Background: an optimization exercise with open tools, aiming at small area, a short achievable clock period and few clock cycles. Do not read the settings as production practice. Function was checked by simulation only, so behaviour that the tests miss may differ from the original.

Design fir_filter, start of the top module:
module fir_filter #(
    parameter DATA_WIDTH = 16,
    parameter TAPS = 16
)(
    input wire clk,
    input wire reset,
    input wire start_fir,
    input wire [1:0] filter_mode,
    input wire [TAPS*DATA_WIDTH-1:0] input_buffer,
    output reg signed [DATA_WIDTH-1:0] fir_output,
    output reg fir_done
);
Settings: LEC_CHECK=0, CAP_MARGIN=20, CORE_MARGIN=2, CORE_UTILIZATION=45, GPL_TIMING_DRIVEN=1, PLACE_DENSITY=0.65, SETUP_SLACK_MARGIN=4.4, SLEW_MARGIN=20, SYNTH_HIERARCHICAL=1, SYNTH_MINIMUM_KEEP_SIZE=0; clock period 11.0 ns.
standard.sh (not shown) runs the stock make flow with config.mk's settings and CLKGATE_MAP_FILE= SYNTH_SCRIPT=/design/flow/synth_recipe.tcl, a recipe that flattens the netlist after the stock synthesis.
==> flow/flow/run.sh <==
#!/bin/bash
# The standard layout (standard.sh) with smaller port buffers (buf_1).
set -uo pipefail
bash standard.sh "BUFFER_PORTS_ARGS=-buffer_cell sky130_fd_sc_hd__buf_1" finish > standard_make.log 2>&1
Testbench counts at the start, summed over its fixed seeds: cycles 1,032.
Edit:
CORE_UTILIZATION = 40   (was 45)
PLACE_DENSITY = 0.6   (was 0.65)
SETUP_SLACK_MARGIN = 4.1   (was 4.4)
After rerunning: Routed wire length rises by 2.9%; first-iteration DRC count shrinks by 21%; worst setup slack got worse by 0.20 ns; count of clock-buffer cells in the layout does not change; sequential share of layout area increases by 0.14 points; core utilization falls by 7.5 points; final cell count grows by 1.5%; synthesized area does not change; die area rose by 12%.
Edit:
CORE_UTILIZATION = 45   (was 40)
PLACE_DENSITY = 0.65   (was 0.6)
SETUP_SLACK_MARGIN = 4.5   (was 4.1)
Non-clock buffer count goes up by 49; via count goes up by 1.9%; hold slack is about the same; core utilization goes up by 9.2 points; synthesized area is unchanged; synthesized cell count does not change; sequential share of layout area goes down by 0.29 points; global-route usage goes up by 2.3 points.
Edit:
CORE_UTILIZATION = 40   (was 45)
PLACE_DENSITY = 0.6   (was 0.65)
SETUP_SLACK_MARGIN = 4.3   (was 4.5)
After rerunning: Hold slack hardly moves; die area climbs by 12%; area after synthesis is unchanged; final cell count climbs by 1.3%.
Edit:
==> flow/flow/run.sh (replaced) <==
#!/bin/bash
# The standard layout (standard.sh) with smaller port buffers (buf_1), and the
# AOI21 cells of the synthesized netlist started at their smallest size
# (flow/downsize.tcl, run before floorplanning).
set -uo pipefail
bash standard.sh "BUFFER_PORTS_ARGS=-buffer_cell sky130_fd_sc_hd__buf_1" "PRE_FLOORPLAN_TCL=$(pwd)/flow/downsize.tcl" finish > standard_make.log 2>&1
==> flow/flow/downsize.tcl (new file) <==
# Run before floorplanning: synthesis maps the AOI21 cells of the prefix adders to
# the double-strength a21oi_2; start them at a21oi_1 and let timing repair upsize
# the ones on critical paths.
set db [ord::get_db]
set block [ord::get_db_block]
set small [$db findMaster sky130_fd_sc_hd__a21oi_1]
set n 0
foreach inst [$block getInsts] {
  if {[[$inst getMaster] getName] eq "sky130_fd_sc_hd__a21oi_2"} {
    $inst swapMaster $small
    incr n
  }
}
puts "downsize.tcl: a21oi_2 -> a21oi_1 on $n instances"
Result: Die area came out lower by about 4%; cell count came out lower by 1.8%; setup slack gets worse by 0.073 ns; via count came out lower by about 0.7%; global-route usage came out lower by 0.29 points; count of clock-buffer cells in the layout is unchanged; cell area came out lower by about 3%.
Edit:
==> flow/flow/run.sh (replaced) <==
#!/bin/bash
# The standard layout (standard.sh) with smaller port buffers (buf_1).
set -uo pipefail
bash standard.sh "BUFFER_PORTS_ARGS=-buffer_cell sky130_fd_sc_hd__buf_1" finish > standard_make.log 2>&1
SETUP_SLACK_MARGIN = 3.9   (was 4.3)
removed: flow/flow/downsize.tcl
The new run produced a clean layout.
Sequential share of layout area is lower by 0.17 points.
Hold slack hardly moves.
Global-route usage came out higher by 0.22 points.
Synthesized cell count does not change.
Wire length is higher by a few percent.
Final area rises slightly.

========
Setup of indigo:
Another version of the RTL of fir_filter (not shown whole).
Size: ~1,700 cells after synthesis, about 280 I/O pins, about 17,000 sq um of cells after synthesis.
export LEC_CHECK = 0
export CAP_MARGIN = 0
export CORE_MARGIN = 2
export CORE_UTILIZATION = 40
export GPL_TIMING_DRIVEN = 0
export PLACE_DENSITY = 0.6
export SLEW_MARGIN = 0
export SYNTH_HIERARCHICAL = 1
export SYNTH_MINIMUM_KEEP_SIZE = 0
create_clock -name core_clock -period 11.0 [get_ports {clk}]
run.sh (not shown) runs the stock make flow with config.mk's settings and CLKGATE_MAP_FILE= SYNTH_SCRIPT=/design/flow/synth_recipe.tcl, a recipe that flattens the netlist after the stock synthesis.
Stock flow here: none of the scripts above is used.
indigo completed every stage of the flow, and the final layout passed the timing, design-rule and antenna checks.
Testbench counts of indigo, summed over its fixed seeds: cycles 1,032.
#### Input delta (harbor over indigo)
==> flow/flow/run.sh (new file) <==
#!/bin/bash
# The standard layout (standard.sh), with smaller port buffers and power
# recovery (downsizing of gates off the critical paths) after global routing.
set -uo pipefail
bash standard.sh "BUFFER_PORTS_ARGS=-buffer_cell sky130_fd_sc_hd__buf_1" RECOVER_POWER=100 finish > standard_make.log 2>&1
==> flow/standard.sh (new file) <==
#!/bin/bash
# synth_recipe.tcl (not shown) runs the flow's synth.tcl, then flattens the netlist and writes it again
# the make line also repeats each setting of config.mk as NAME=value (left out here)
make -C /OpenROAD-flow-scripts/flow DESIGN_CONFIG=/design/flow/config.mk WORK_HOME=/design/flow/orfs CLKGATE_MAP_FILE= SYNTH_SCRIPT=/design/flow/synth_recipe.tcl "${@:-finish}"
removed: flow/run.sh
Results
- Utilization was lower in the run labelled harbor.
- Summary — global-route met1 utilization, harbor relative to indigo: lower, by 4.5 points.
- harbor vs indigo: design area down by a little under 10%
- Diff indigo -> harbor: area of placed instances down 8.5%, routed wire length down 5.6%, worst setup slack after layout down 0.063 ns, met2 usage down 3.6 points.
- | data arrival time at the worst-slack endpoint | harbor vs indigo | 0.11 ns higher |

separate check: timing with driven ports:
No port has a modelled driver above. Below, the same layouts with a new extraction and two added sets of constraints.
Step 1 sets driving cells, clkbuf_16 on the clock port and buf_2 on the other inputs (assumed; they add their load-dependent delay and slew).
Step 2 moves the port delays by t, midway between the first and last clock arrival at a register: inputs arrive t later, outputs are due t later. That takes back most of the time a late clock gives input paths.
Three values: no drivers, after step 1, after step 2; two values: the first two.
| run | t, ns | setup slack, ns | worst setup path after step 2 | slew at the worst register clock pin (ns) | worst data-port slew with drivers (ns) |
|---|---|---|---|---|---|
| the first run of note 1 | 0.368 | 4.502 / 4.520 / 4.160 | input to register | 0.06 / 0.06 | 0.07 |
| the second run of note 1 | 0.383 | 4.298 / 4.325 / 3.942 | input to register | 0.06 / 0.06 | 0.06 |
| the third run of note 1 | 0.376 | 4.587 / 4.606 / 4.237 | input to register | 0.06 / 0.06 | 0.05 |
| the fourth run of note 1 | 0.382 | 4.465 / 4.492 / 4.110 | input to register | 0.06 / 0.06 | 0.06 |
| the fifth run of note 1 | 0.379 | 4.392 / 4.417 / 4.038 | input to register | 0.06 / 0.06 | 0.07 |
| the sixth run of note 1 | 0.380 | 4.080 / 4.107 / 3.727 | input to register | 0.05 / 0.05 | 0.06 |
| indigo | 0.271 | 0.247 / 0.241 / -0.030 | input to register | 0.05 / 0.05 | 0.08 |
| harbor | 0.272 | 0.184 / 0.184 / -0.087 | input to register | 0.05 / 0.05 | 0.08 |
Met with ideal ports but missed after step 2: setup timing in indigo and harbor. For the second run of note 1, which loses most, drivers alone change the setup slack by +0.027 ns; drivers and shift together by -0.356 ns.
